Source: an optimization exercise on an open RTL-to-GDS flow (aim: small area). Production flows keep margins and buffers that such runs may drop. RTL that was checked went through simulation tests only; none was proved equivalent to the original. For runs 4 to 7, only the layout was checked, not whether the RTL still works.

$ cat flow/flow/run.sh
#!/bin/bash
# Layout flow: the standard synthesis, then the combinational logic of
# the synthesised netlist is mapped again; registers are
# left exactly as the standard synthesis made them. The rest is the standard
# layout (floorplan to finish). Each tool writes its own log here.
set -euo pipefail
R=orfs/results/${FLOW_PLATFORM}/dpc_5x5/base

# 1. standard synthesis
bash standard.sh synth > log_synth.txt 2>&1

# 2. map the combinational logic again
cp "$R/1_2_yosys.v" log_1_2_yosys_standard.v
yosys -c flow/remap.tcl > log_remap.txt 2>&1
cp remap_out.v "$R/1_2_yosys.v"
rm -f "$R/1_synth.odb" "$R/1_synth.sdc"

# 3. the rest of the standard layout
bash standard.sh > log_layout.txt 2>&1
$ cat flow/flow/abc.constr
set_driving_cell sky130_fd_sc_hd__buf_1
set_load 5
$ cat flow/flow/remap.abc
strash
dch
map -B 0.9
topo
stime -c
buffer -c
upsize -c
dnsize -c
$ cat flow/flow/remap.tcl
# Map the combinational part of the standard synthesis netlist again: the
# adder cells that synthesis extracted are dissolved into plain logic and
# ABC maps all logic between the registers again, with the same ABC script,
# delay target and constraints as the standard synthesis. Flip-flops are
# kept as cells (same names and types); only the logic between them changes.
yosys -import
set lib $::env(FLOW_HOME)/platforms/$::env(FLOW_PLATFORM)/lib/sky130_fd_sc_hd__tt_025C_1v80.lib
set top $::env(FLOW_TOP)
set net orfs/results/$::env(FLOW_PLATFORM)/dpc_5x5/base/1_2_yosys.v

read_liberty -ignore_miss_func $lib
read_verilog $net
hierarchy -top $top
# keep every sequential cell as it is
setattr -mod -set keep_hierarchy 1 sky130_fd_sc_hd__df* sky130_fd_sc_hd__edf* sky130_fd_sc_hd__sdf* sky130_fd_sc_hd__dl* sky130_fd_sc_hd__sdl*
flatten
opt_clean
stat -liberty $lib

set dont_use {}
foreach c {probe_p_8 probec_p_8 lpflow_*} { lappend dont_use -dont_use sky130_fd_sc_hd__$c }
abc -script flow/remap.abc -liberty $lib {*}$dont_use -constr flow/abc.constr -D [expr {int($::env(FLOW_PERIOD_NS) * 1000)}]
opt_clean -purge
stat -liberty $lib
select $top
write_verilog -noattr -noexpr -nohex -nodec -selected remap_out.v
$ cat flow/standard.sh
#!/bin/bash
# synth_recipe.tcl (not shown) runs the flow's synth.tcl, then flattens the netlist and writes it again
# the make line also repeats each setting of config.mk as NAME=value (left out here)
make -C /OpenROAD-flow-scripts/flow DESIGN_CONFIG=/design/flow/config.mk WORK_HOME=/design/flow/orfs CLKGATE_MAP_FILE= SYNTH_SCRIPT=/design/flow/synth_recipe.tcl "${@:-finish}"
$ cat flow/config.mk
export PLATFORM = sky130hd
export DESIGN_NAME = dpc_5x5
export DESIGN_NICKNAME = dpc_5x5
export VERILOG_FILES = /design/flow/design.v
export SDC_FILE = /design/flow/constraint.sdc
export NUM_CORES = 4
export LEC_CHECK = 0
export ABC_AREA = 1
export CAP_MARGIN = 20
export CORE_MARGIN = 2
export CORE_UTILIZATION = 40
export CTS_CLUSTER_DIAMETER = 100
export CTS_CLUSTER_SIZE = 30
export SLEW_MARGIN = 20
$ cat flow/constraint.sdc
create_clock -name core_clock -period 3.5 [get_ports {clk}]
set_input_delay 0.7000 -clock core_clock [delete_from_list [all_inputs] [get_ports {clk}]]
set_output_delay 0.7000 -clock core_clock [all_outputs]
set_load 0.01 [all_outputs]
$ cat flow/design.v
module dpc_5x5(
	input			clk,
	input			reset_n,
	input			bayer_format,
	input	[7:0]	i_dpc_threshold,
	input	[2:0]	i_video_syn,
	input	[7:0]	i_data_r0,
	input	[7:0]	i_data_r1,
	input	[7:0]	i_data_r2,
	input	[7:0]	i_data_r3,
	input	[7:0]	i_data_r4,
	output	[2:0]	o_video_sync,
	output	[7:0]	o_data
);
reg		[11:0]	syn_v, syn_h, syn_d;
always @(posedge clk or negedge reset_n)
	if (~reset_n) begin
		syn_v <= 0;
		syn_h <= 0;
		syn_d <= 0;
	end else begin
		syn_v <= {syn_v[10:0], i_video_syn[2]};
		syn_d <= {syn_d[10:0], i_video_syn[1]};
		syn_h <= {syn_h[10:0], i_video_syn[0]};
	end
assign o_video_sync = {syn_v[11], syn_d[11], syn_h[11]};
wire	de_rise = syn_d[2] & ~syn_d[3];
wire	vs_fall = syn_v[3] & ~syn_v[2];
reg		odd_pixel;
reg		odd_line;
always @(posedge clk)
	if (de_rise)
		odd_pixel <= ~bayer_format;
	else if (syn_d[3])
		odd_pixel <= ~odd_pixel;
always @(posedge clk or negedge reset_n)
	if (~reset_n)
		odd_line <= 1'b0;
	else if (vs_fall)
		odd_line <= 1'b0;
	else if (de_rise)
		odd_line <= ~odd_line;
wire	g1 = odd_pixel ^ odd_line;		 
wire	[39:0]	s0 = {i_data_r4, i_data_r3, i_data_r2, i_data_r1, i_data_r0};
reg		[39:0]	s1, s2, s3, s4, s5, s6;
always @(posedge clk) begin
	s1 <= s0;
	s2 <= s1;
	s3 <= s2;
	s4 <= s3;
	s5 <= s4;
	s6 <= s5;
end
function [63:0] nbrs;
	input			g;
	input	[39:0]	c1, c2, c3, c4, c5;
	reg		[7:0]	n1, n2, n3, n4, n6, n7, n8, n9;
	begin
		n1 = g ? c2[8*(1) +: 8] : c1[8*(0) +: 8];
		n2 = c3[8*(0) +: 8];
		n3 = g ? c4[8*(1) +: 8] : c5[8*(0) +: 8];
		n4 = c1[8*(2) +: 8];
		n6 = c5[8*(2) +: 8];
		n7 = g ? c2[8*(3) +: 8] : c1[8*(4) +: 8];
		n8 = c3[8*(4) +: 8];
		n9 = g ? c4[8*(3) +: 8] : c5[8*(4) +: 8];
		nbrs = {n9, n8, n7, n6, n4, n3, n2, n1};
	end
endfunction
function [7:0] bitcol;
	input	[63:0]	x;
	input	integer	b;
	integer			k;
	begin
		for (k = 0; k < 8; k = k + 1)
			bitcol[k] = x[8*k + b];
	end
endfunction
function gt8;
	input	[7:0]	a;
	input	[7:0]	b;
	integer			k;
	begin
		gt8 = 1'b0;
		for (k = 0; k < 8; k = k + 1)
			gt8 = (a[k] & ~b[k]) | ((a[k] | ~b[k]) & gt8);
	end
endfunction
function [8:0] add8;
	input	[7:0]	a;
	input	[7:0]	b;
	input			ci;
	integer			k;
	reg				cy;
	begin
		cy = ci;
		for (k = 0; k < 8; k = k + 1) begin
			add8[k] = a[k] ^ b[k] ^ cy;
			cy = (a[k] & b[k]) | (a[k] & cy) | (b[k] & cy);
		end
		add8[8] = cy;
	end
endfunction
function [3:0] sort4;		 
	input	[3:0]	x;
	begin
		sort4[0] = |x;
		sort4[3] = &x;
		sort4[1] = (x[0] & x[1]) | (x[2] & x[3]) | ((x[0] | x[1]) & (x[2] | x[3]));
		sort4[2] = (x[0] & x[1] & (x[2] | x[3])) | (x[2] & x[3] & (x[0] | x[1]));
	end
endfunction
function th4;				 
	input	[7:0]	e;
	reg		[3:0]	p, q;
	begin
		p = sort4(e[3:0]);
		q = sort4(e[7:4]);
		th4 = p[3] | q[3] | (p[0] & q[2]) | (p[1] & q[1]) | (p[2] & q[0]);
	end
endfunction
function [16:0] mstep;		 
	input	[7:0]	hi;
	input	[7:0]	lo;
	input	[7:0]	x;
	reg		[7:0]	e;
	reg				m;
	begin
		e = hi | (x & ~lo);
		m = th4(e);
		mstep = {m, hi | (e & {8{~m}}), lo | (~e & {8{m}})};
	end
endfunction
function [17:0] mstep2;	 
	input	[7:0]	hi;
	input	[7:0]	lo;
	input	[7:0]	x1;
	input	[7:0]	x0;
	reg		[7:0]	e, e0, e1, hia, loa;
	reg				m, ma, mb, mn;
	begin
		e = hi | (x1 & ~lo);
		m = th4(e);
		e0 = e | (x0 & ~lo);
		e1 = hi | (x0 & e);
		ma = th4(e0);
		mb = th4(e1);
		mn = m ? mb : ma;
		hia = hi | (e & {8{~m}});
		loa = lo | (~e & {8{m}});
		e = m ? e1 : e0;
		mstep2 = {m, mn, hia | (e & {8{~mn}}), loa | (~e & {8{mn}})};
	end
endfunction
wire	[63:0]	w1 = nbrs(g1, s4, s3, s2, s1, s0);
reg		[7:0]	thr;
always @(posedge clk)
	thr <= i_dpc_threshold;
wire	[8:0]	u_c = {1'b0, s2[8*(2) +: 8]} + {1'b0, ~thr} + 9'd1;
wire	[8:0]	v = {1'b0, s2[8*(2) +: 8]} + {1'b0, thr} + 9'd1;
reg		[7:0]	pos;		 
reg		[3:0]	neg;		 
integer	i;
always @(*) begin
	for (i = 0; i < 8; i = i + 1)
		pos[i] = u_c[8] & gt8(u_c[7:0], w1[8*i +: 8]);
	for (i = 0; i < 4; i = i + 1)
		neg[i] = ~v[8] & gt8(w1[8*(i+4) +: 8], v[7:0]);
end
wire	dec_a = &pos;
wire	dec_b = (&pos[3:0]) & (&neg);
wire	[17:0]	q1_7 = mstep2(8'h00, 8'h00, bitcol(w1, 7), bitcol(w1, 6));
reg		[7:0]	hi2, lo2;
reg		[7:6]	m2;
reg				a_2, b_2, g2;
reg		[5:0]	n1_2, n7_2;
always @(posedge clk) begin
	hi2 <= q1_7[15:8];
	lo2 <= q1_7[7:0];
	m2 <= {q1_7[17], q1_7[16]};
	a_2 <= dec_a;
	b_2 <= dec_b;
	g2 <= g1;
	n1_2 <= w1[5:0];
	n7_2 <= w1[45:40];
end
wire	[63:0]	w2x = nbrs(g2, s5, s4, s3, s2, s1);
wire	[63:0]	w2 = {w2x[63:48], 2'b0, n7_2, w2x[39:8], 2'b0, n1_2};
wire	[17:0]	q2_5 = mstep2(hi2, lo2, bitcol(w2, 5), bitcol(w2, 4));
wire	[17:0]	q2_3 = mstep2(q2_5[15:8], q2_5[7:0], bitcol(w2, 3), bitcol(w2, 2));
reg		[7:0]	hi3, lo3;
reg		[7:2]	m3;
reg				a_3, b_3, g3;
reg		[1:0]	n1_3, n7_3;
always @(posedge clk) begin
	hi3 <= q2_3[15:8];
	lo3 <= q2_3[7:0];
	m3 <= {m2, q2_5[17], q2_5[16], q2_3[17], q2_3[16]};
	a_3 <= a_2;
	b_3 <= b_2;
	g3 <= g2;
	n1_3 <= n1_2[1:0];
	n7_3 <= n7_2[1:0];
end
wire	[63:0]	w3x = nbrs(g3, s6, s5, s4, s3, s2);
wire	[63:0]	w3 = {w3x[63:48], 6'b0, n7_3, w3x[39:8], 6'b0, n1_3};
wire	[17:0]	q3_1 = mstep2(hi3, lo3, bitcol(w3, 1), bitcol(w3, 0));
wire	[7:0]	med = {m3, q3_1[17], q3_1[16]};
wire	[7:0]	c_f = s4[8*(2) +: 8];		 
wire	[7:0]	p_f = s5[8*(2) +: 8];		 
reg		[7:0]	d0, d1, d2, d3, d4, d5;
always @(posedge clk) begin
	d0 <= a_3 ? med : (b_3 ? c_f : p_f);
	d1 <= d0;
	d2 <= d1;
	d3 <= d2;
	d4 <= d3;
	d5 <= d4;
end
assign o_data = d5;
endmodule
==> impl_metrics.toml, run 1 <==
[clock_network]
ctsHoldBuffers = 0
cts_tree = "done"
clk_pin_slew_ps = 110
h-tree-depth = 1
clockRootBuffer = "clkbuf_16"
cts_made_buffers = 15
cts_sinks = 310
clk_path_buf_depth = 3
clock_latency_ps = 520

[timing]
max_slew_margin_pct = 47.0
holdWs_ps = 318
tightest_slew_ps = 787
setup_viol = 0
layout_setup_ws_ps = 230
drv_slew = 0
fin_crit_sh_pct = 93.4
min_period_ps = 3270
setup_tns_ps = 0
hold_violations = 0
max_freq_mhz = 306
skew_ps = 23.6

[critical_path]
cp.arrival_ps = 3730
ff2ff_setup_slack_ps = 230
worst-path-max-fanout = 22
cp-start-kind = "flip-flop"
critPathCaptureType = "flip-flop"
worst-endpoint-required_ps = 3960
path_class = "reg2reg"

[grt]
grt_max_degree = 38
antenna_found_initial = 0
use_met2_pct = 32.5
top_usage_layer = "met2"
grt_util_met1_pct = 29.6
gr-total-overflow = 0
grt_pass1_vias = 9387
grt_pass1_wl_microns = 50400
use_met3_pct = 2.05
grt_usage_pct = 20.2

[floorplan]
num_io_pins = 65
initial_core_util_pct = 40.4
core-area_sq_mm = 0.0304
die_height_microns = 179
fp.dieW_microns = 179
dieArea_sq_mm = 0.0322
rows = 64

[finish]
fillerInstances = 3022
antennaDiodeCount = 0
nNetsFinal = 1705
instances_no_fill = 2053
drive_gt1_share_pct = 10.6
area_growth_pct = 14.9
fin_area_sq_mm = 0.0141
final_util_pct = 46.5
final_cell_mix = "419 x nand2_1, 269 x dfxtp_1, 202 x inv_1"
layout_commonest_cell = "nand2_1"

[placed_design]
placed_area_sq_mm = 0.0135
portBuffers = 64
gp_congestion = 0.923
dpl.hpwl_microns = 25100
placed_cells = 2024
post-place-ws_ps = -65.2

[detailed_routing]
via_per_inst = 4.92
firstDrtPassIters = 5
vias = 10100
drc = 0
wirelength_microns = 32000
ant_nets = 0
dr.first_iter.drc_count = 781
routedWlPerCell_microns = 15.6

[run]
max-cap-violations = 0

[logic_synthesis]
syn_avg_cell_area_sq_um = 7.87
synth_fp_nets = 1617
yosys_warnings = 1
syn_inst = 1563
netlist_area_sq_mm = 0.0123

[hold_path]
min_path_type = "reg2reg"

[outcome]
status = "timing/DRC/antenna clean"
## flip-flops by register name (all words and copies together) (netlist names), 12 cells and up
register	count
s3	40
syn_d	12
s4	24
s2	40
syn_h	12
s1	40
syn_v	12
## layer usage
metal / vias to the layer above / routed length, microns
met4: 0 / 517
met5: - / 0
li1: 5186 / -
met3: 31 / 1390
met2: 227 / 14300
met1: 4665 / 15800
## critical path, cell delays in order, from the launching register on
cell     delay, ps
dfxtp_2        360
inv_2           40
nand2_1         90
nand2_1        120
inv_1          110
nand2_1         80
or2_1          240
nand2_2         90
nand2_4        110
inv_4          120
nand2_4        130
a21oi_2        300
nand3_1        130
nand2_2        110
nand2_1         90
nand2_2        100
inv_2           30
nand2_1         70
nand2_2         60
nand2_4        120
nor2_8          50
buf_8          150
o21ai_0        320
nand2_1         90
nand2_1         70
## path summary, 6_finish.rpt
kind,start,to,cells after the start
max,lo2[0],hi3[0],24
min,d3[4],d4[4],0
max reg2reg,lo2[0],hi3[0],24
min reg2reg,d3[4],d4[4],0
max in group asynchronous,reset_n,odd_line,2
min in group asynchronous,reset_n,syn_h[2],2
## timing repair
item	in CTS	in global routing
cloned	0	2
setup endpoints to repair	15	19
endpoints found under the hold margin	0	0
resized for setup	2	41
pin swaps	0	4
setup buffers	0	4
## area by class of cell
class | instances | area, sq um | area share, %
multi-input combinational | 1008 | 5080 | 36.0
clock inverter | 6 | 65.1 | 0.460
clock buffer | 17 | 383 | 2.71
inverter | 227 | 865 | 6.12
tap | 396 | 495 | 3.51
timing repair buffer | 89 | 836 | 5.91
sequential | 310 | 6410 | 45.3
==> run 2, diff against run 1 <==
==> flow/flow/remap.abc (replaced) <==
strash
dch
map -D 3000
topo
stime -c
buffer -c
upsize -c
dnsize -c
--- a/flow/flow/remap.tcl
+++ b/flow/flow/remap.tcl
@@ -2,4 +2,4 @@
 # adder cells that synthesis extracted are dissolved into plain logic and
-# ABC maps all logic between the registers again, with the same ABC script,
-# delay target and constraints as the standard synthesis. Flip-flops are
+# ABC maps all logic between the registers again, with an ABC script that maps for area under a required time,
+# and the constraints of the standard synthesis. Flip-flops are
 # kept as cells (same names and types); only the logic between them changes.
==> impl_metrics.toml, run 2 <==
[clock_network]
ctsHoldBuffers = 0
cts_made_buffers = 14
cts_sinks = 310
clk_path_buf_depth = 3
clk_pin_slew_ps = 110
cts_tree = "done"
clock_latency_ps = 510
clockRootBuffer = "clkbuf_16"
h-tree-depth = 1

[timing]
fin_crit_sh_pct = 106
max_slew_margin_pct = 46.6
rsz0062_at_grt = "yes"
drv_slew = 0
layout_setup_ws_ps = -193
hold_violations = 0
skew_ps = 15.5
setup_viol = 17
tightest_slew_ps = 792
max_freq_mhz = 271
min_period_ps = 3690
holdWs_ps = 332

[floorplan]
die_height_microns = 172
rows = 61
initial_core_util_pct = 40.7
fp.dieW_microns = 172
num_io_pins = 65
dieArea_sq_mm = 0.0297
core-area_sq_mm = 0.0279

[run]
max-cap-violations = 0

[critical_path]
cp-start-kind = "flip-flop"
critPathCaptureType = "flip-flop"
worst-path-max-fanout = 8
worst-endpoint-required_ps = 3910
cp.arrival_ps = 4100
path_class = "reg2reg"

[detailed_routing]
dr.first_iter.drc_count = 661
ant_nets = 0
vias = 9550
routedWlPerCell_microns = 16.2
drc = 0
wirelength_microns = 30600
via_per_inst = 5.04
firstDrtPassIters = 5

[grt]
grt_pass1_wl_microns = 46700
grt_max_degree = 38
gr-total-overflow = 0
grt_pass1_vias = 9077
grt_usage_pct = 20.4
antenna_found_initial = 1

[logic_synthesis]
syn_inst = 1308
netlist_area_sq_mm = 0.0113
syn_avg_cell_area_sq_um = 8.67
yosys_warnings = 1
synth_fp_nets = 1362

[finish]
instances_no_fill = 1893
drive_gt1_share_pct = 20.4
final_cell_mix = "271 x dfxtp_1, 198 x nand2_1, 166 x inv_1"
antennaDiodeCount = 0
top_regs = "s1 x40, s2 x40, s3 x40"
nNetsFinal = 1565
layout_commonest_cell = "dfxtp_1"
area_growth_pct = 27.3

[outcome]
so_faults = "setup timing"
status = "finished with violations"

[hold_path]
min_path_type = "reg2reg"

[placed_design]
gp_congestion = 0.918
portBuffers = 64
dpl.hpwl_microns = 23500
placed_cells = 1851
run 2: final timing paths:
kind | cells after the start | slack [ps] | to | start
setup / recovery | 24 | -190 | hi3[5] | lo2[1]
hold / removal | 0 | 330 | d5[3] | d4[3]
setup reg to reg | 24 | -190 | hi3[5] | lo2[1]
hold reg to reg | 0 | 330 | d5[3] | d4[3]
max in group asynchronous | 2 | 2610 | syn_h[11] | reset_n
min in group asynchronous | 2 | 580 | syn_v[0] | reset_n
run 2: metal layers:
metal,vias up,part of all wire [%],global-route usage (%),wire [microns]
met1,4492,47,28.1,14400
met4,0,2.1,5.37,657
met5,-,0,0,0
met2,227,46,34.0,13900
met3,45,5.2,2.66,1600
li1,4786,-,-,-
run 2: worst max-delay path, stage by stage, from the launching register on:
cell      delay, ps
dfxtp_1         330
inv_1            50
nand2_1         100
nand2_1         140
nor2_1          230
nand3_1         160
a31oi_2         230
nand3_2         150
buf_6           170
nand4_4          90
nand2_4         110
buf_6           160
o221ai_4        130
inv_2            70
nand2_2          70
nand2_2          70
inv_2            90
nor2_4           40
nor2_4          110
a22oi_2          80
a221oi_2        260
nand3_4         210
nand2_1         170
o21ai_4          80
a221o_1         310
run 2: what timing repair did:
action                                  in CTS  in global routing
resized for setup                           60                 98
gates cloned                                 4                  1
pin swaps                                   10                 22
setup buffers                                9                  8
endpoints found under the setup margin      17                 21
run 2: cell type report:
cell class,instances,area [sq um]
sequential,310,6400
timing repair inverter,2,13.8
inverter,189,723
clock buffer,18,387
tap,378,473
timing repair buffer,204,1740
multi-input combinational,790,4640
clock inverter,2,46.3
fill,2614,13400
run 2: stage by stage:
stage	instance area [sq um]	setup TNS (ps)	util, %	setup WS, ps
2_1_floorplan	11300	0	-	235
3_3_place_gp	13200	-3270	47.5	-239
3_5_place_dp	13200	-4970	47.5	-342
4_1_cts	14000	-127	50.3	-39.3
5_1_grt	14400	-6790	51.8	-459
6_report	14400	-2070	51.8	-193
==> run 3, diff against run 2 <==
--- a/flow/flow/run.sh
+++ b/flow/flow/run.sh
@@ -2,5 +2,6 @@
 # Layout flow: the standard synthesis, then the combinational logic of
-# the synthesised netlist is mapped again; registers are
+# the synthesised netlist is mapped again (see remap.tcl); registers are
 # left exactly as the standard synthesis made them. The rest is the standard
-# layout (floorplan to finish). Each tool writes its own log here.
+# layout (floorplan to finish), with the port buffers made of the smallest
+# buffer cell. Each tool writes its own log here.
 set -euo pipefail
@@ -18,2 +19,2 @@
 # 3. the rest of the standard layout
-bash standard.sh > log_layout.txt 2>&1
+bash standard.sh "BUFFER_PORTS_ARGS=-buffer_cell sky130_fd_sc_hd__buf_1" finish > log_layout.txt 2>&1
==> flow/flow/remap.abc (replaced) <==
strash
dch
map -B 0.9
topo
stime -c
buffer -c
upsize -c
dnsize -c
--- a/flow/flow/remap.tcl
+++ b/flow/flow/remap.tcl
@@ -2,4 +2,4 @@
 # adder cells that synthesis extracted are dissolved into plain logic and
-# ABC maps all logic between the registers again, with an ABC script that maps for area under a required time,
-# and the constraints of the standard synthesis. Flip-flops are
+# ABC maps all logic between the registers again, with the same ABC script,
+# delay target and constraints as the standard synthesis. Flip-flops are
 # kept as cells (same names and types); only the logic between them changes.
==> impl_metrics.toml, run 3 <==
[outcome]
status = "timing/DRC/antenna clean"

[logic_synthesis]
netlist_area_sq_mm = 0.0123
yosys_warnings = 1
syn_avg_cell_area_sq_um = 7.87
syn_inst = 1563
synth_fp_nets = 1617

[critical_path]
worstRegToRegCells = 24
r2r_start = "lo2[0]"
crit_end = "hi3[1]"
worst-path-max-fanout = 18
path_class = "reg2reg"
worst_setup_path_startpoint = "lo2[0]"
timing.rr.end = "hi3[1]"
worst-endpoint-required_ps = 3910
critPathCaptureType = "flip-flop"
cp.arrival_ps = 3650
ff2ff_setup_slack_ps = 270
cp-start-kind = "flip-flop"

[detailed_routing]
wl_met1_microns = 14800
dr.first_iter.drc_count = 821
wirelength_microns = 31400
met3_wirelength_microns = 1740
vias = 10100
routedWlPerCell_microns = 15.3
via_per_inst = 4.91
dr_wl_met2_microns = 14200
top_layer = "met4"
firstDrtPassIters = 6
ant_nets = 0
drc = 0

[timing]
max_slew_margin_pct = 43.6
fin_crit_sh_pct = 92.4
skew_ps = 14.5
max_freq_mhz = 309
tightest_slew_ps = 846
drv_slew = 0
layout_setup_ws_ps = 266
setup_viol = 0
min_period_ps = 3230
hold_violations = 0
setup_tns_ps = 0

[floorplan]
initial_core_util_pct = 40.4
core-area_sq_mm = 0.0304
die_height_microns = 179
num_io_pins = 65
dieArea_sq_mm = 0.0322
rows = 64
fp.dieW_microns = 179

[run]
max-cap-violations = 0

[finish]
instances_no_fill = 2053
fin_area_sq_mm = 0.0138
area_growth_pct = 11.8
final_cell_mix = "418 x nand2_1, 268 x dfxtp_1, 202 x inv_1"
top_regs = "s1 x40, s2 x40, s3 x40"
fillerInstances = 3051
antennaDiodeCount = 0
layout_commonest_cell = "nand2_1"
nNetsFinal = 1706
drive_gt1_share_pct = 10.7

[clock_network]
clock_latency_ps = 510
h-tree-depth = 1
cts_made_buffers = 14
clk_path_buf_depth = 3
clockRootBuffer = "clkbuf_16"
ctsHoldBuffers = 0
clk_pin_slew_ps = 110
cts_sinks = 310
cts_tree = "done"

[placed_design]
portBuffers = 64
gp_congestion = 0.908
dpl.hpwl_microns = 24600
post-place-ws_ps = 76.6
placed_cells = 2024
placed_area_sq_mm = 0.0131

[grt]
gr-total-overflow = 0
grt_max_degree = 38
grt_pass1_wl_microns = 49200
grt_pass1_vias = 9386
grt_usage_pct = 19.8
antenna_found_initial = 0

[hold_path]
min_path_type = "in2reg"
[run 3: worst min-delay path by stage]
stage	from	to	slack, ps	depth (start not counted)
2_1_floorplan	a_2	a_3	310	0
3_3_place_gp	s1[7]	s2[7]	310	0
3_5_place_dp	d1[7]	d2[7]	310	0
4_1_cts	i_data_r1[4]	s1[12]	250	1
5_1_grt	i_data_r3[5]	s1[29]	250	1
6_report	i_dpc_threshold[4]	thr[4]	270	1
[run 3: stage by stage]
stage | hold slack, ps | utilization (%)
after global routing | 248 | 45.2
after CTS | 253 | 44.4
after global placement | 310 | 42.9
final | 275 | 45.2
after floorplan | 310 | -
after detailed placement | 312 | 42.9
[run 3: final cells by class]
| type | count | area (sq um) | share of cell area, % |
|---|---|---|---|
| tap | 396 | 495 | 3.60 |
| sequential | 310 | 6410 | 46.6 |
| multi-input combinational | 1008 | 5080 | 36.9 |
| clock buffer | 18 | 387 | 2.81 |
| inverter | 227 | 871 | 6.33 |
| timing repair buffer | 91 | 460 | 3.35 |
| clock inverter | 3 | 51.3 | 0.373 |
[run 3: repair_timing]
| action | in CTS | in global routing |
|---|---|---|
| endpoints found under the setup margin | 0 | 27 |
| gates resized for setup | 0 | 46 |
| buffers inserted | 0 | 6 |
[run 3: metal layers]
metal  global-route usage (%)  up-vias
met2                     32.3      272
li1                         -     5183
met1                     27.6     4589
met4                     5.01        0
met5                        0        -
met3                     2.93       41
[run 3: worst max-delay path: stages, from the launching register on]
cell	delay [ps]
dfxtp_1	370
inv_2	40
nand2_1	80
nand2_1	100
inv_1	110
nand2_1	80
or2_1	260
nand2_2	130
nand2_8	100
nor2_8	190
nand2_1	70
nand2_1	120
inv_1	80
a21oi_4	180
nand2_2	130
nor2_2	140
nand2_1	90
nand3_2	100
nand2_4	110
nor2_8	170
inv_6	110
nand2_8	120
nand2_4	90
nand2_1	80
nand2_1	50
==> run 4, diff against run 3 <==
--- a/flow/design.v
+++ b/flow/design.v
@@ -171,3 +171,4 @@
 wire	dec_b = (&pos[3:0]) & (&neg);
-wire	[17:0]	q1_7 = mstep2(8'h00, 8'h00, bitcol(w1, 7), bitcol(w1, 6));
+wire	[16:0]	q1_7 = mstep(8'h00, 8'h00, bitcol(w1, 7));
+wire	[16:0]	q1_6 = mstep(q1_7[15:8], q1_7[7:0], bitcol(w1, 6));
 reg		[7:0]	hi2, lo2;
@@ -177,5 +178,5 @@
 always @(posedge clk) begin
-	hi2 <= q1_7[15:8];
-	lo2 <= q1_7[7:0];
-	m2 <= {q1_7[17], q1_7[16]};
+	hi2 <= q1_6[15:8];
+	lo2 <= q1_6[7:0];
+	m2 <= {q1_7[16], q1_6[16]};
 	a_2 <= dec_a;
@@ -188,8 +189,9 @@
 wire	[63:0]	w2 = {w2x[63:48], 2'b0, n7_2, w2x[39:8], 2'b0, n1_2};
-wire	[17:0]	q2_5 = mstep2(hi2, lo2, bitcol(w2, 5), bitcol(w2, 4));
-wire	[17:0]	q2_3 = mstep2(q2_5[15:8], q2_5[7:0], bitcol(w2, 3), bitcol(w2, 2));
+wire	[16:0]	q2_5 = mstep(hi2, lo2, bitcol(w2, 5));
+wire	[16:0]	q2_4 = mstep(q2_5[15:8], q2_5[7:0], bitcol(w2, 4));
+wire	[16:0]	q2_3 = mstep(q2_4[15:8], q2_4[7:0], bitcol(w2, 3));
 reg		[7:0]	hi3, lo3;
-reg		[7:2]	m3;
+reg		[7:3]	m3;
 reg				a_3, b_3, g3;
-reg		[1:0]	n1_3, n7_3;
+reg		[2:0]	n1_3, n7_3;
 always @(posedge clk) begin
@@ -197,3 +199,3 @@
 	lo3 <= q2_3[7:0];
-	m3 <= {m2, q2_5[17], q2_5[16], q2_3[17], q2_3[16]};
+	m3 <= {m2, q2_5[16], q2_4[16], q2_3[16]};
 	a_3 <= a_2;
@@ -201,9 +203,11 @@
 	g3 <= g2;
-	n1_3 <= n1_2[1:0];
-	n7_3 <= n7_2[1:0];
+	n1_3 <= n1_2[2:0];
+	n7_3 <= n7_2[2:0];
 end
 wire	[63:0]	w3x = nbrs(g3, s6, s5, s4, s3, s2);
-wire	[63:0]	w3 = {w3x[63:48], 6'b0, n7_3, w3x[39:8], 6'b0, n1_3};
-wire	[17:0]	q3_1 = mstep2(hi3, lo3, bitcol(w3, 1), bitcol(w3, 0));
-wire	[7:0]	med = {m3, q3_1[17], q3_1[16]};
+wire	[63:0]	w3 = {w3x[63:48], 5'b0, n7_3, w3x[39:8], 5'b0, n1_3};
+wire	[16:0]	q3_2 = mstep(hi3, lo3, bitcol(w3, 2));
+wire	[16:0]	q3_1 = mstep(q3_2[15:8], q3_2[7:0], bitcol(w3, 1));
+wire	[16:0]	q3_0 = mstep(q3_1[15:8], q3_1[7:0], bitcol(w3, 0));
+wire	[7:0]	med = {m3, q3_2[16], q3_1[16], q3_0[16]};
 wire	[7:0]	c_f = s4[8*(2) +: 8];		 
==> flow/flow/run.sh (replaced) <==
#!/bin/bash
# Layout flow: the standard synthesis, then the combinational logic of
# the synthesised netlist is mapped again; registers are
# left exactly as the standard synthesis made them. The rest is the standard
# layout (floorplan to finish). Each tool writes its own log here.
set -euo pipefail
R=orfs/results/${FLOW_PLATFORM}/dpc_5x5/base

# 1. standard synthesis
bash standard.sh synth > log_synth.txt 2>&1

# 2. map the combinational logic again
cp "$R/1_2_yosys.v" log_1_2_yosys_standard.v
yosys -c flow/remap.tcl > log_remap.txt 2>&1
cp remap_out.v "$R/1_2_yosys.v"
rm -f "$R/1_synth.odb" "$R/1_synth.sdc"

# 3. the rest of the standard layout
bash standard.sh > log_layout.txt 2>&1
==> impl_metrics.toml, run 4 <==
[grt]
antenna_found_initial = 0
use_met2_pct = 27.9
use_met3_pct = 2.33
gr-total-overflow = 0
grt_pass1_vias = 8335
top_usage_layer = "met2"
grt_util_met1_pct = 25.4
grt_usage_pct = 17.5
grt_pass1_wl_microns = 42100
grt_max_degree = 41

[critical_path]
worst_setup_path_startpoint = "lo2[4]"
crit_end = "hi3[2]"
cp.arrival_ps = 3800
critPathCaptureType = "flip-flop"
worst-endpoint-required_ps = 3970
cpPeakStageDelay_ps = 350
path_class = "reg2reg"
cp-start-kind = "flip-flop"
ff2ff_setup_slack_ps = 170
worst-path-max-fanout = 6
timing.rr.end = "hi3[2]"
cpMaxStageDelayCell = "dfxtp_2"
cpMostUsedCell = "nand2_2"
worstRegToRegCells = 29
r2r_start = "lo2[4]"

[detailed_routing]
routedWlPerCell_microns = 14.5
firstDrtPassIters = 6
ant_nets = 0
wirelength_microns = 27800
via_per_inst = 4.82
drc = 0
dr.first_iter.drc_count = 677
vias = 9214

[floorplan]
initial_core_util_pct = 40.8
num_io_pins = 65
dieArea_sq_mm = 0.0298
die_height_microns = 173
core-area_sq_mm = 0.0279
fp.dieW_microns = 173
rows = 61

[clock_network]
cts_sinks = 312
cts_tree = "done"
clockRootBuffer = "clkbuf_16"
clock_latency_ps = 520
h-tree-depth = 1
cts_made_buffers = 15
clk_path_buf_depth = 3
clk_pin_slew_ps = 110

[finish]
top_regs = "s1 x40, s2 x40, s3 x40"
final_cell_mix = "335 x nand2_1, 269 x dfxtp_1, 185 x inv_1"
final_util_pct = 50.1
antennaDiodeCount = 0
nNetsFinal = 1582
layout_commonest_cell = "nand2_1"
drive_gt1_share_pct = 17.3
area_growth_pct = 22.7

[placed_design]
dpl.hpwl_microns = 20800
post-place-ws_ps = -152
portBuffers = 64
gp_congestion = 0.939

[logic_synthesis]
syn_inst = 1383
synth_fp_nets = 1437
netlist_area_sq_mm = 0.0114
yosys_warnings = 1
syn_avg_cell_area_sq_um = 8.22

[run]
max-cap-violations = 0

[timing]
layout_setup_ws_ps = 168
max_slew_margin_pct = 42.9
min_period_ps = 3330
skew_ps = 24.4
max_freq_mhz = 300
holdWs_ps = 274
setup_viol = 0
rsz0062_at_grt = "yes"
drv_slew = 0
fin_crit_sh_pct = 95.2
tightest_slew_ps = 857
hold_violations = 0

[hold_path]
min_path_type = "in2async"

[outcome]
status = "timing/DRC/antenna clean"
==> run 4: worst min-delay path by stage <==
stage,end
6_report,syn_h[10]
3_5_place_dp,d4[6]
2_1_floorplan,a_3
4_1_cts,syn_h[8]
5_1_grt,d4[0]
3_3_place_gp,s3[31]
==> run 4: critical path, delay by kind of cell (launching register included) <==
| kind | cells | cell delay, ps |
|---|---|---|
| flip-flops | 1 | 350 |
| AO/OA/AOI/OAI | 1 | 220 |
| AND/OR/NAND/NOR | 24 | 2410 |
| buffers and inverters | 4 | 300 |
==> run 4: layer usage <==
metal	up-vias	share of wire, %
li1	4708	-
met1	4261	48
met2	217	45
met3	28	5.5
met4	0	1.6
met5	-	0
==> run 4: repair_timing <==
item	in CTS	in global routing
endpoints found under the setup margin	17	37
gates cloned	0	4
hold buffers	0	0
resized for setup	4	156
buffers inserted	0	17
pin swaps	0	44
==> run 4: cell type report <==
cell class	count	area (sq um)
clock buffer	18	397
clock inverter	5	83.8
fill	2667	13900
inverter	206	779
multi-input combinational	851	4510
sequential	312	6450
tap	378	473
timing repair buffer	142	1260
==> run 4: metrics by stage <==
step / instance area [sq um] / setup TNS [ps] / std cells
after global routing: 14000 / -491 / 1912
after global placement: 12900 / 0 / 1868
after CTS: 13300 / 0 / 1891
final: 14000 / 0 / 1912
after floorplan: 11400 / 0 / 1383
after detailed placement: 12900 / -1870 / 1868
==> run 5, diff against run 4 <==
==> flow/flow/remap.abc (replaced) <==
strash
dch
map -D 2400
topo
stime -c
buffer -c
upsize -c
dnsize -c
--- a/flow/flow/remap.tcl
+++ b/flow/flow/remap.tcl
@@ -2,4 +2,4 @@
 # adder cells that synthesis extracted are dissolved into plain logic and
-# ABC maps all logic between the registers again, with the same ABC script,
-# delay target and constraints as the standard synthesis. Flip-flops are
+# ABC maps all logic between the registers again, with an ABC script that maps for area under a required time,
+# and the constraints of the standard synthesis. Flip-flops are
 # kept as cells (same names and types); only the logic between them changes.
==> impl_metrics.toml, run 5 <==
[detailed_routing]
vias = 9106
via_per_inst = 4.95
firstDrtPassIters = 5
wirelength_microns = 28600
drc = 0
routedWlPerCell_microns = 15.5
dr.first_iter.drc_count = 569
ant_nets = 0

[critical_path]
critPathCaptureType = "flip-flop"
worst-path-max-fanout = 6
r2r_start = "g2"
worstRegToRegCells = 25
worst-endpoint-required_ps = 3900
cp_num_cells = 25
cpPeakStageDelay_ps = 410
ff2ff_setup_slack_ps = -330
cp_num_buf_inv = 4
path_class = "reg2reg"
cp.arrival_ps = 4230
timing.rr.end = "lo3[0]"
cp-start-kind = "flip-flop"
cpMaxStageDelayCell = "dfxtp_4"
worst_setup_path_startpoint = "g2"
cpMostUsedCell = "nand2_2"
path_delay_family = "compound AO/OA/AOI/OAI gates"
crit_end = "lo3[0]"

[floorplan]
dieArea_sq_mm = 0.0288
rows = 60
core-area_sq_mm = 0.0270
num_io_pins = 65
fp.dieW_microns = 170
die_height_microns = 170
initial_core_util_pct = 40.7

[timing]
fin_crit_sh_pct = 110
max_freq_mhz = 261
layout_setup_ws_ps = -334
rsz0062_at_grt = "yes"
holdWs_ps = 323
setup_tns_ps = -5120
tightest_slew_ps = 848
drv_slew = 0
max_slew_margin_pct = 42.9
skew_ps = 31.9
hold_violations = 0
setup_viol = 18
min_period_ps = 3830

[logic_synthesis]
syn_avg_cell_area_sq_um = 9.00
synth_fp_nets = 1274
yosys_warnings = 1
syn_inst = 1220
netlist_area_sq_mm = 0.0110

[grt]
antenna_found_initial = 0
gr-total-overflow = 0
grt_pass1_wl_microns = 44000
grt_max_degree = 38
grt_pass1_vias = 8483
grt_usage_pct = 19.4

[placed_design]
post-place-ws_ps = -582
portBuffers = 64
placed_area_sq_mm = 0.0133
gp_congestion = 0.886
placed_cells = 1783
dpl.hpwl_microns = 21200

[outcome]
status = "finished with violations"
so_faults = "setup timing"

[finish]
drive_gt1_share_pct = 32.2
top_regs = "s1 x40, s2 x40, s3 x40"
area_growth_pct = 37.0
final_cell_mix = "268 x dfxtp_1, 191 x buf_4, 169 x nand2_1"
nNetsFinal = 1546
layout_commonest_cell = "dfxtp_1"
fin_area_sq_mm = 0.0150
instances_no_fill = 1839

[clock_network]
clock_latency_ps = 510
cts_made_buffers = 14
clk_pin_slew_ps = 110
clockRootBuffer = "clkbuf_16"
cts_sinks = 312
clk_path_buf_depth = 3
h-tree-depth = 1
cts_tree = "done"
ctsHoldBuffers = 0

[run]
max-cap-violations = 0

[hold_path]
min_path_type = "reg2reg"
[run 5: cell type report]
cell class                 count  area [sq um]
tap                          341           427
fill                        2326         11900
clock inverter                 3          37.5
inverter                     158           609
clock buffer                  18           365
sequential                   312          6450
timing repair buffer         278          2350
antenna                        1          2.50
multi-input combinational    728          4790
[run 5: what timing repair did]
action                                  in CTS  in global routing
setup buffers                               14                 19
pin swaps                                   32                 57
gates cloned                                 2                  0
gates resized for setup                    123                180
endpoints found under the hold margin        0                  0
endpoints found under the setup margin      35                 37
[run 5: worst min-delay path by stage]
stage | from | endpoint | cells past startpoint
2_1_floorplan | a_2 | a_3 | 0
3_3_place_gp | s3[2] | s4[2] | 0
3_5_place_dp | d2[1] | d3[1] | 0
4_1_cts | d2[1] | d3[1] | 0
5_1_grt | d0[1] | d1[1] | 0
6_report | d2[1] | d3[1] | 0
[run 5: metal layers]
metal / wire [microns] / GRT usage (%) / part of all wire (%) / vias to the layer above
met5: 0 / 0 / 0 / -
met4: 512 / 3.83 / 1.8 / 0
met3: 896 / 2.12 / 3.1 / 29
met2: 13000 / 31.2 / 46 / 159
met1: 14100 / 28.4 / 49 / 4285
li1: - / - / - / 4633
[run 5: stage by stage]
step / util [%]
2_1_floorplan: -
3_3_place_gp: 49.4
3_5_place_dp: 49.4
4_1_cts: 52.9
5_1_grt: 55.8
6_report: 55.8
==> run 6, diff against run 5 <==
--- a/flow/flow/run.sh
+++ b/flow/flow/run.sh
@@ -2,5 +2,6 @@
 # Layout flow: the standard synthesis, then the combinational logic of
-# the synthesised netlist is mapped again; registers are
+# the synthesised netlist is mapped again (see remap.tcl); registers are
 # left exactly as the standard synthesis made them. The rest is the standard
-# layout (floorplan to finish). Each tool writes its own log here.
+# layout (floorplan to finish), with the port buffers made of the smallest
+# buffer cell. Each tool writes its own log here.
 set -euo pipefail
@@ -18,2 +19,2 @@
 # 3. the rest of the standard layout
-bash standard.sh > log_layout.txt 2>&1
+bash standard.sh "BUFFER_PORTS_ARGS=-buffer_cell sky130_fd_sc_hd__buf_1" finish > log_layout.txt 2>&1
==> flow/flow/remap.abc (replaced) <==
strash
dch
map -B 0.9
topo
stime -c
buffer -c
upsize -c
dnsize -c
--- a/flow/flow/remap.tcl
+++ b/flow/flow/remap.tcl
@@ -2,4 +2,4 @@
 # adder cells that synthesis extracted are dissolved into plain logic and
-# ABC maps all logic between the registers again, with an ABC script that maps for area under a required time,
-# and the constraints of the standard synthesis. Flip-flops are
+# ABC maps all logic between the registers again, with the same ABC script,
+# delay target and constraints as the standard synthesis. Flip-flops are
 # kept as cells (same names and types); only the logic between them changes.
==> impl_metrics.toml, run 6 <==
[detailed_routing]
dr.first_iter.drc_count = 575
via_per_inst = 4.81
wirelength_microns = 27600
drc = 0
routedWlPerCell_microns = 14.5
firstDrtPassIters = 5
ant_nets = 0
vias = 9129

[finish]
final_cell_mix = "322 x nand2_1, 268 x dfxtp_1, 182 x inv_1"
drive_gt1_share_pct = 18.3
top_regs = "s1 x40, s2 x40, s3 x40"
antennaDiodeCount = 0
fillerInstances = 2695
layout_commonest_cell = "nand2_1"
area_growth_pct = 20.3
nNetsFinal = 1570

[placed_design]
portBuffers = 64
gp_congestion = 0.927
post-place-ws_ps = -21.4
dpl.hpwl_microns = 20600

[hold_path]
min_to = "s1[27]"
hold_depth = 1
min_path_type = "in2reg"
worstHoldStart = "i_data_r3[3]"

[grt]
grt_max_degree = 41
grt_pass1_vias = 8182
grt_pass1_wl_microns = 41600
grt_usage_pct = 17.3
antenna_found_initial = 0
gr-total-overflow = 0

[clock_network]
cts_made_buffers = 15
cts_sinks = 312
h-tree-depth = 1
clk_pin_slew_ps = 120
clk_path_buf_depth = 3
cts_tree = "done"
clockRootBuffer = "clkbuf_16"
clock_latency_ps = 530

[timing]
rsz0062_at_grt = "yes"
hold_violations = 0
drv_slew = 0
setup_viol = 0
skew_ps = 29.9
max_freq_mhz = 292
tightest_slew_ps = 855
min_period_ps = 3420
fin_crit_sh_pct = 97.8
holdWs_ps = 253
max_slew_margin_pct = 43.0
layout_setup_ws_ps = 76.0
setup_tns_ps = 0

[logic_synthesis]
synth_fp_nets = 1437
syn_avg_cell_area_sq_um = 8.22
syn_inst = 1383
netlist_area_sq_mm = 0.0114
yosys_warnings = 1

[critical_path]
path_delay_family = "simple AND/OR/NAND/NOR gates"
critPathCaptureType = "flip-flop"
path_class = "reg2reg"
cpMaxStageDelayCell = "dfxtp_2"
worst-path-max-fanout = 8
worstRegToRegCells = 25
cp_num_buf_inv = 3
cp-start-kind = "flip-flop"
ff2ff_setup_slack_ps = 80
r2r_start = "lo2[0]"
worst-endpoint-required_ps = 3980
cp_num_cells = 25
timing.rr.end = "hi3[2]"
cp.arrival_ps = 3900
cpPeakStageDelay_ps = 340

[floorplan]
fp.dieW_microns = 173
rows = 61
dieArea_sq_mm = 0.0298
die_height_microns = 173
core-area_sq_mm = 0.0279
num_io_pins = 65
initial_core_util_pct = 40.8

[run]
max-cap-violations = 0

[outcome]
status = "timing/DRC/antenna clean"
## run 6: what timing repair did
item	in CTS	in global routing
setup buffers	0	31
hold buffers	0	0
gates cloned	0	4
gates resized for setup	1	212
setup endpoints to repair	8	37
pin swaps	0	64
## run 6: worst max-delay path by stage
| stage | startpoint | to | slack [ps] |
|---|---|---|---|
| 6_report | lo2[0] | hi3[2] | 80 |
| 5_1_grt | odd_pixel | hi2[3] | -120 |
| 4_1_cts | g3 | d0[0] | 50 |
| 3_5_place_dp | g2 | hi3[2] | -20 |
| 3_3_place_gp | g2 | hi3[7] | 50 |
| 2_1_floorplan | odd_pixel | lo2[5] | 540 |
## run 6: per-layer routing
metal  wire length [microns]  global-route usage, %
met2                   12700                   28.0
met1                   13200                   24.8
met4                     452                   3.74
met5                       0                      0
met3                    1320                   2.31
## run 6: through the flow
step	utilization [%]	instance area, sq um	std cells
6_report	49.1	13700	1899
4_1_cts	45.6	12700	1864
3_3_place_gp	44.0	12200	1842
2_1_floorplan	-	11400	1383
5_1_grt	49.1	13700	1899
3_5_place_dp	44.0	12200	1842
## run 6: cell type report
cell class	count	area [sq um]	share of cell area (%)
clock buffer	18	387	2.83
clock inverter	4	67.6	0.494
inverter	206	782	5.72
multi-input combinational	851	4730	34.6
sequential	312	6450	47.2
tap	378	473	3.46
timing repair buffer	130	786	5.74
==> run 7, diff against run 6 <==
==> flow/flow/run.sh (replaced) <==
#!/bin/bash
# Layout flow: the standard synthesis, then the combinational logic of
# the synthesised netlist is mapped again (remap.tcl); registers are left
# exactly as the standard synthesis made them. The re-mapped netlist is used
# only if Yosys proves it equivalent to the standard one (check.tcl). The
# rest is the standard layout (floorplan to finish), with the port buffers
# made of the smallest buffer cell. Each tool writes its own log here.
set -euo pipefail
R=orfs/results/${FLOW_PLATFORM}/dpc_5x5/base

# 1. standard synthesis
bash standard.sh synth > log_synth.txt 2>&1

# 2. map the combinational logic again, keep it if proven equivalent
cp "$R/1_2_yosys.v" log_1_2_yosys_standard.v
if yosys -c flow/remap.tcl > log_remap.txt 2>&1 && yosys -c flow/check.tcl > log_check.txt 2>&1; then
	echo "re-mapped netlist proven equivalent; using it" > log_choice.txt
	cp remap_out.v "$R/1_2_yosys.v"
	rm -f "$R/1_synth.odb" "$R/1_synth.sdc"
else
	echo "re-mapped netlist not used; keeping the standard netlist" > log_choice.txt
fi

# 3. the rest of the standard layout
bash standard.sh "BUFFER_PORTS_ARGS=-buffer_cell sky130_fd_sc_hd__buf_1" finish > log_layout.txt 2>&1
==> flow/flow/check.tcl (new file) <==
# Prove that the re-mapped netlist (remap_out.v) does what the standard
# synthesis netlist does: registers and ports are paired by name, internal
# nets are not, and equiv_status fails if any pair is not proven.
yosys -import
set lib $::env(FLOW_HOME)/platforms/$::env(FLOW_PLATFORM)/lib/sky130_fd_sc_hd__tt_025C_1v80.lib
set top $::env(FLOW_TOP)

foreach {name file} [list gold log_1_2_yosys_standard.v gate remap_out.v] {
	design -reset
	read_liberty -ignore_miss_func $lib
	read_verilog $file
	hierarchy -top $top
	flatten
	async2sync
	yosys rename -hide w:_*
	opt_clean
	yosys rename $top $name
	design -stash $name
}
design -reset
design -copy-from gold -as gold gold
design -copy-from gate -as gate gate
equiv_make gold gate equiv
hierarchy -top equiv
equiv_simple -seq 2
equiv_induct -seq 2
equiv_status -assert
==> flow/flow/remap.abc (replaced) <==
strash
dc2
dch
map -B 0.9
topo
stime -c
buffer -c
upsize -c
dnsize -c
--- a/flow/flow/remap.tcl
+++ b/flow/flow/remap.tcl
@@ -2,4 +2,5 @@
 # adder cells that synthesis extracted are dissolved into plain logic and
-# ABC maps all logic between the registers again, with the same ABC script,
-# delay target and constraints as the standard synthesis. Flip-flops are
+# ABC maps all logic between the registers again (a dc2 rewrite, then the
+# same mapping script as the standard synthesis),
+# with its delay target and constraints. Flip-flops are
 # kept as cells (same names and types); only the logic between them changes.
==> impl_metrics.toml, run 7 <==
[outcome]
status = "finished with violations"
so_faults = "setup timing"

[detailed_routing]
wirelength_microns = 28700
drc = 0
ant_nets = 0
vias = 9099
routedWlPerCell_microns = 15.4
firstDrtPassIters = 5
dr.first_iter.drc_count = 498
via_per_inst = 4.89

[critical_path]
cpMostUsedCell = "nand2_4"
cp-start-kind = "flip-flop"
worst-path-max-fanout = 5
cp_num_buf_inv = 5
critPathCaptureType = "flip-flop"
cp.arrival_ps = 3960
timing.rr.end = "hi3[0]"
path_class = "reg2reg"
worstRegToRegCells = 29
r2r_start = "lo2[3]"
cpPeakStageDelay_ps = 340
worst-endpoint-required_ps = 3950
ff2ff_setup_slack_ps = -20
path_delay_family = "simple AND/OR/NAND/NOR gates"
cpMaxStageDelayCell = "dfxtp_2"

[hold_path]
min_path_type = "in2reg"
min_to = "s1[14]"
worstHoldStart = "i_data_r1[6]"
hold_depth = 1

[logic_synthesis]
netlist_area_sq_mm = 0.0113
synth_fp_nets = 1394
yosys_warnings = 1
syn_inst = 1340
syn_avg_cell_area_sq_um = 8.42

[grt]
grt_pass1_vias = 8455
gr-total-overflow = 0
antenna_found_initial = 0
grt_max_degree = 38
grt_usage_pct = 18.6
grt_pass1_wl_microns = 43100

[clock_network]
cts_made_buffers = 14
clk_path_buf_depth = 3
ctsHoldBuffers = 0
h-tree-depth = 1
cts_sinks = 312
cts_tree = "done"
clock_latency_ps = 520
clk_pin_slew_ps = 110
clockRootBuffer = "clkbuf_16"

[finish]
drive_gt1_share_pct = 20.8
area_growth_pct = 20.7
antennaDiodeCount = 0
top_regs = "s1 x40, s2 x40, s3 x40"
final_cell_mix = "285 x nand2_1, 261 x dfxtp_1, 169 x inv_1"
layout_commonest_cell = "nand2_1"
nNetsFinal = 1534

[floorplan]
dieArea_sq_mm = 0.0296
num_io_pins = 65
fp.dieW_microns = 172
initial_core_util_pct = 40.6
die_height_microns = 172
core-area_sq_mm = 0.0278
rows = 61

[timing]
min_period_ps = 3520
setup_viol = 2
max_freq_mhz = 284
hold_violations = 0
setup_tns_ps = -23.3
tightest_slew_ps = 872
fin_crit_sh_pct = 100
layout_setup_ws_ps = -15.9
skew_ps = 30.0
drv_slew = 0
max_slew_margin_pct = 41.9
rsz0062_at_grt = "yes"

[placed_design]
dpl.hpwl_microns = 21600
portBuffers = 64
gp_congestion = 0.921

[run]
max-cap-violations = 0
## run 7: cell count changes in the layout (fill, tap and decap cells not counted), sizes merged, moves of 11 or more
cell	previous run	this run
inv	208	196
nor2	115	86
nand2	391	362
o21ai	137	126
or2	11	29
## run 7: worst max-delay path by stage
stage,from,end,cells after the start
floorplan,odd_pixel,hi2[6],25
global placement,g2,hi3[4],27
detailed placement,g2,hi3[4],27
CTS,g2,hi3[3],27
global route,lo2[1],lo3[4],29
finish,lo2[3],hi3[0],29
## run 7: metal layers
layer	up-vias	track usage [%]	wire length (microns)
met4	0	6.14	964
met1	4234	23.5	12600
met3	64	2.27	1050
li1	4608	-	-
met5	-	0	0
met2	193	33.2	14100
## run 7: area by class of cell
| cell class | instances | area [sq um] |
|---|---|---|
| fillers | 2707 | 14200 |
| flip-flops and latches | 312 | 6460 |
| multi-input cells | 822 | 4700 |
| repair buffers | 134 | 817 |
| inverters | 195 | 742 |
| well taps | 378 | 473 |
| clock buffers | 16 | 358 |
| clock inverters | 3 | 62.6 |
| repair inverters | 1 | 7.51 |
## run 7: repair_timing
| action | in CTS | in global routing |
|---|---|---|
| buffers inserted | 0 | 43 |
| endpoints found under the setup margin | 17 | 37 |
| gates cloned | 0 | 6 |
| resized for setup | 3 | 221 |
| pin swaps | 0 | 50 |
## run 7: per-stage QoR
step                std cells  util (%)  hold WS [ps]  setup slack [ps]  area (sq um)
CTS                      1812      45.2           250              5.48         12600
global route             1861      49.0           243              -166         13600
floorplan                1340         -           310               636         11300
finish                   1861      49.0           266             -15.9         13600
global placement         1793      43.7           310              -140         12100
detailed placement       1793      43.7           312              -132         12100
==> run 8, diff against run 7 <==
--- a/flow/design.v
+++ b/flow/design.v
@@ -189,5 +189,4 @@
 wire	[63:0]	w2 = {w2x[63:48], 2'b0, n7_2, w2x[39:8], 2'b0, n1_2};
-wire	[16:0]	q2_5 = mstep(hi2, lo2, bitcol(w2, 5));
-wire	[16:0]	q2_4 = mstep(q2_5[15:8], q2_5[7:0], bitcol(w2, 4));
-wire	[16:0]	q2_3 = mstep(q2_4[15:8], q2_4[7:0], bitcol(w2, 3));
+wire	[17:0]	q2_5 = mstep2(hi2, lo2, bitcol(w2, 5), bitcol(w2, 4));
+wire	[16:0]	q2_3 = mstep(q2_5[15:8], q2_5[7:0], bitcol(w2, 3));
 reg		[7:0]	hi3, lo3;
@@ -199,3 +198,3 @@
 	lo3 <= q2_3[7:0];
-	m3 <= {m2, q2_5[16], q2_4[16], q2_3[16]};
+	m3 <= {m2, q2_5[17], q2_5[16], q2_3[16]};
 	a_3 <= a_2;
==> impl_metrics.toml, run 8 <==
[outcome]
status = "timing/DRC/antenna clean"

[detailed_routing]
routedWlPerCell_microns = 14.8
ant_nets = 0
drc = 0
firstDrtPassIters = 5
vias = 8944
dr.first_iter.drc_count = 586
via_per_inst = 4.79
wirelength_microns = 27600

[timing]
max_freq_mhz = 306
fin_crit_sh_pct = 93.5
skew_ps = 34.8
setup_viol = 0
min_period_ps = 3270
drv_slew = 0
tightest_slew_ps = 871
holdWs_ps = 266
max_slew_margin_pct = 41.9
hold_violations = 0
setup_tns_ps = 0

[clock_network]
clk_pin_slew_ps = 110
h-tree-depth = 1
clock_latency_ps = 520
cts_sinks = 312
clk_path_buf_depth = 3
clockRootBuffer = "clkbuf_16"
cts_tree = "done"
cts_made_buffers = 15

[run]
max-cap-violations = 0

[placed_design]
dpl.hpwl_microns = 21200
placed_cells = 1822
portBuffers = 64
gp_congestion = 0.926

[logic_synthesis]
syn_avg_cell_area_sq_um = 8.29
netlist_area_sq_mm = 0.0115
syn_inst = 1385
synth_fp_nets = 1439
yosys_warnings = 1

[finish]
instances_no_fill = 1866
drive_gt1_share_pct = 9.85
top_regs = "s1 x40, s2 x40, s3 x40"
final_cell_mix = "350 x nand2_1, 267 x dfxtp_1, 189 x inv_1"
nNetsFinal = 1531
layout_commonest_cell = "nand2_1"
antennaDiodeCount = 0
area_growth_pct = 12.3

[critical_path]
worst-endpoint-required_ps = 3900
worstRegToRegCells = 23
worst-path-max-fanout = 8
r2r_start = "odd_pixel"
cp.arrival_ps = 3670
critPathCaptureType = "flip-flop"
timing.rr.end = "lo2[6]"
ff2ff_setup_slack_ps = 230
path_class = "reg2reg"
worst_setup_path_startpoint = "odd_pixel"
cp-start-kind = "flip-flop"

[floorplan]
initial_core_util_pct = 40.3
die_height_microns = 173
core-area_sq_mm = 0.0285
fp.dieW_microns = 173
rows = 62
dieArea_sq_mm = 0.0301
num_io_pins = 65

[grt]
gr-total-overflow = 0
grt_pass1_vias = 8297
grt_usage_pct = 18.1
grt_max_degree = 38
grt_pass1_wl_microns = 43300
antenna_found_initial = 0

[hold_path]
worstHoldStart = "i_data_r3[3]"
min_path_type = "in2reg"
hold_depth = 1
min_to = "s1[27]"
[run 8: changes by cell type in the layout (fill, tap and decap cells not counted), sizes merged, moves of 5 or more]
| cell | before | now |
|---|---|---|
| a21oi | 32 | 37 |
| buf | 132 | 91 |
| inv | 196 | 202 |
| nand2 | 362 | 370 |
| nand3 | 62 | 44 |
| nand4 | 21 | 11 |
| nor2 | 86 | 117 |
| o211ai | 3 | 11 |
| o21ai | 126 | 137 |
| o22ai | 22 | 28 |
[run 8: worst max-delay path, stage by stage, from the launching register on]
cell and delay [ps]:
edfxtp_1 400, inv_1 90, nand2_1 60, nand2_2 100, buf_4 190, o21ai_0 120
buf_4 180, nor2_1 130, a21oi_1 50, nand2_1 80, o22ai_1 70, nand2_1 110
nor2_4 70, buf_4 150, buf_4 130, o21ai_1 160, nand2_1 140, nor2_1 160
nand2_1 70, nand3_1 80, o221ai_1 150, nor2_4 260, buf_4 160, o22ai_1 50
[run 8: timing repair]
item | 4_1_cts | 5_1_grt
setup buffers | 0 | 20
pin swaps | 0 | 11
hold buffers | 0 | 0
gates resized for setup | 2 | 50
gates cloned | 0 | 2
setup endpoints to repair | 15 | 37
[run 8: per-layer routing]
| layer | share of wire, % | up-vias | track usage [%] |
|---|---|---|---|
| met5 | 0 | - | 0 |
| met4 | 1.5 | 0 | 3.78 |
| met3 | 4.0 | 27 | 2.28 |
| met2 | 45 | 166 | 29.2 |
| met1 | 49 | 4125 | 26.0 |
| li1 | - | 4626 | - |
[run 8: cell type report]
| type | count | area [sq um] |
|---|---|---|
| inverter | 202 | 763 |
| multi-input combinational | 854 | 4280 |
| sequential | 312 | 6450 |
| clock inverter | 4 | 66.3 |
| timing repair buffer | 92 | 452 |
| tap | 384 | 480 |
| clock buffer | 18 | 387 |
| fill | 2894 | 15600 |
[run 8: worst max path at each step]
stage,end,slack [ps],cells after the start
CTS,hi3[1],90,23
finish,lo2[6],230,23
floorplan,hi2[6],770,23
global placement,hi3[4],3,23
global route,d0[0],-10,28
detailed placement,hi3[4],-30,23
[run 8: through the flow]
stage	cell area, sq um	setup WS [ps]	util [%]
2_1_floorplan	11500	769	-
3_3_place_gp	12200	3.08	42.7
3_5_place_dp	12200	-33.7	42.7
4_1_cts	12600	87.5	44.3
5_1_grt	12900	-14.5	45.3
6_report	12900	228	45.3
==> run 9, diff against run 8 <==
--- a/flow/design.v
+++ b/flow/design.v
@@ -155,5 +155,3 @@
 wire	[63:0]	w1 = nbrs(g1, s4, s3, s2, s1, s0);
-reg		[7:0]	thr;
-always @(posedge clk)
-	thr <= i_dpc_threshold;
+wire	[7:0]	thr = i_dpc_threshold;
 wire	[8:0]	u_c = {1'b0, s2[8*(2) +: 8]} + {1'b0, ~thr} + 9'd1;
--- a/flow/config.mk
+++ b/flow/config.mk
@@ -11,2 +11,3 @@
 export CORE_UTILIZATION = 40
+export CTS_BUF_LIST = sky130_fd_sc_hd__clkbuf_8 sky130_fd_sc_hd__clkbuf_16
 export CTS_CLUSTER_DIAMETER = 100
==> impl_metrics.toml, run 9 <==
[outcome]
status = "timing/DRC/antenna clean"

[critical_path]
ff2ff_setup_slack_ps = 290
critPathCaptureType = "flip-flop"
cp.arrival_ps = 3590
timing.rr.end = "hi2[0]"
worst_setup_path_startpoint = "odd_line"
path_delay_family = "simple AND/OR/NAND/NOR gates"
cpPeakStageDelay_ps = 400
worst-endpoint-required_ps = 3880
cpMaxStageDelayCell = "dfrtp_1"
cp_num_cells = 23
worst-path-max-fanout = 6
r2r_start = "odd_line"
worstRegToRegCells = 23
path_class = "reg2reg"
crit_chain = "inv_1, nand2_1, nand2_2, inv_2, or2_1, o21ai_2, nand2_2, a21oi_1, o21ai_0, nand2_1, nand3_2, buf_4, nor2_2, nor2_1, a21oi_2, nor2_1, nor2_1, nand3_1, nand2_1, nor2_2, buf_4, inv_2, o21ai_0"
crit_end = "hi2[0]"
cp-start-kind = "flip-flop"
cp_num_buf_inv = 5

[logic_synthesis]
syn_avg_cell_area_sq_um = 8.56
netlist_area_sq_mm = 0.0112
syn_inst = 1305
synth_fp_nets = 1359
yosys_warnings = 1

[timing]
max_slew_margin_pct = 40.5
setup_viol = 0
min_period_ps = 3210
hold_violations = 0
rsz0062_at_grt = "yes"
tightest_slew_ps = 893
holdWs_ps = 266
drv_slew = 0
setup_tns_ps = 0
max_freq_mhz = 311
skew_ps = 30.0
fin_crit_sh_pct = 91.8

[grt]
grt_pass1_wl_microns = 42100
antenna_found_initial = 0
grt_usage_pct = 18.4
grt_max_degree = 38
gr-total-overflow = 0
grt_pass1_vias = 8044

[floorplan]
num_io_pins = 65
core-area_sq_mm = 0.0276
dieArea_sq_mm = 0.0293
fp.dieW_microns = 171
die_height_microns = 171
initial_core_util_pct = 40.4
rows = 61

[finish]
antennaDiodeCount = 0
nNetsFinal = 1450
fillerInstances = 2772
final_cell_mix = "277 x nand2_1, 263 x dfxtp_1, 185 x inv_1"
layout_commonest_cell = "nand2_1"
drive_gt1_share_pct = 10.7
top_regs = "s1 x40, s2 x40, s3 x40"
area_growth_pct = 11.6
instances_no_fill = 1780

[clock_network]
clk_path_buf_depth = 3
cts_tree = "done"
cts_made_buffers = 14
clk_pin_slew_ps = 110
h-tree-depth = 1
clock_latency_ps = 510
clockRootBuffer = "clkbuf_16"
cts_sinks = 304

[hold_path]
min_path_type = "in2reg"
worstHoldStart = "i_data_r3[3]"

[detailed_routing]
dr.first_iter.drc_count = 492
drc = 0
vias = 8593
via_per_inst = 4.83
ant_nets = 0
wirelength_microns = 26800
firstDrtPassIters = 6
routedWlPerCell_microns = 15.0

[placed_design]
placed_cells = 1754
gp_congestion = 0.914
portBuffers = 64
dpl.hpwl_microns = 21400

[run]
max-cap-violations = 0
run 9: how the worst min path moves through the flow:
stage,endpoint,slack (ps),cells past startpoint
after detailed placement,d4[0],310,0
after CTS,s1[27],250,1
after global routing,syn_v[0],250,1
after global placement,n1_3[2],310,0
final,s1[27],270,1
after floorplan,a_3,310,0
run 9: per-stage QoR:
step | setup WS [ps] | utilization [%] | instance area, sq um
5_1_grt | -6.71 | 45.1 | 12500
2_1_floorplan | 715 | - | 11200
4_1_cts | 242 | 44.8 | 12400
6_report | 287 | 45.1 | 12500
3_5_place_dp | 18.9 | 43.3 | 12000
3_3_place_gp | 77.4 | 43.3 | 12000
run 9: final cells by class:
cell class | instances | area (sq um) | area share [%]
repair buffers | 94 | 467 | 3.74
multi-input cells | 787 | 4100 | 32.9
flip-flops and latches | 304 | 6280 | 50.4
clock inverters | 8 | 66.3 | 0.532
well taps | 378 | 473 | 3.79
inverters | 195 | 732 | 5.87
clock buffers | 14 | 350 | 2.81
run 9: routing by layer:
| metal | routed length [microns] | track usage, % | vias up |
|---|---|---|---|
| li1 | - | - | 4437 |
| met1 | 12300 | 24.4 | 3956 |
| met2 | 12800 | 31.9 | 164 |
| met3 | 1040 | 2.06 | 36 |
| met4 | 656 | 4.97 | 0 |
| met5 | 0 | 0 | - |
run 9: repair_timing:
| action | 4_1_cts | 5_1_grt |
|---|---|---|
| hold buffers | 0 | 0 |
| gates resized for setup | 0 | 22 |
| setup buffers | 0 | 3 |
| endpoints found under the setup margin | 0 | 31 |

## port drivers added, routing unchanged
Ports are ideal in the flow. The routed layouts listed here were re-timed in OpenROAD.
Step 1 (the two cells are an assumption about what drives the block):
set clk [get_ports {clk}]
set_driving_cell -lib_cell sky130_fd_sc_hd__clkbuf_16 $clk
set_driving_cell -lib_cell sky130_fd_sc_hd__buf_2 [delete_from_list [all_inputs] $clk]
Step 2 also shifts input and output timing later by t, the mid clock arrival at the registers, as if the neighbouring blocks saw the same clock.
Three values: ideal ports, drivers, drivers and shift; two values: the first two.
| run | t (ns) | setup slack, ns | latest minus earliest clock arrival (ns) | worst register clock-pin slew, ns |
|---|---|---|---|---|
| run 1 | 0.552 | 0.230 / 0.230 / 0.230 | 0.026 / 0.026 | 0.11 / 0.11 |
| run 2 | 0.550 | -0.193 / -0.193 / -0.193 | 0.019 / 0.019 | 0.11 / 0.11 |
| run 3 | 0.546 | 0.266 / 0.266 / 0.266 | 0.017 / 0.017 | 0.11 / 0.11 |
| run 4 | 0.558 | 0.168 / 0.168 / -0.040 | 0.029 / 0.029 | 0.11 / 0.11 |
| run 5 | 0.546 | -0.334 / -0.334 / -0.334 | 0.038 / 0.039 | 0.11 / 0.11 |
| run 6 | 0.562 | 0.076 / 0.076 / 0.076 | 0.035 / 0.035 | 0.12 / 0.12 |
| run 7 | 0.551 | -0.016 / -0.016 / -0.016 | 0.031 / 0.031 | 0.11 / 0.11 |
| run 8 | 0.557 | 0.228 / 0.228 / 0.183 | 0.035 / 0.035 | 0.11 / 0.11 |
| run 9 | 0.550 | 0.287 / 0.287 / -0.018 | 0.031 / 0.031 | 0.11 / 0.11 |
Met with ideal ports but missed after step 2: setup timing in run 4 and run 9. The setup slack of run 9, which loses most, moves by 0.000 ns with the drivers and by -0.305 ns with both steps.
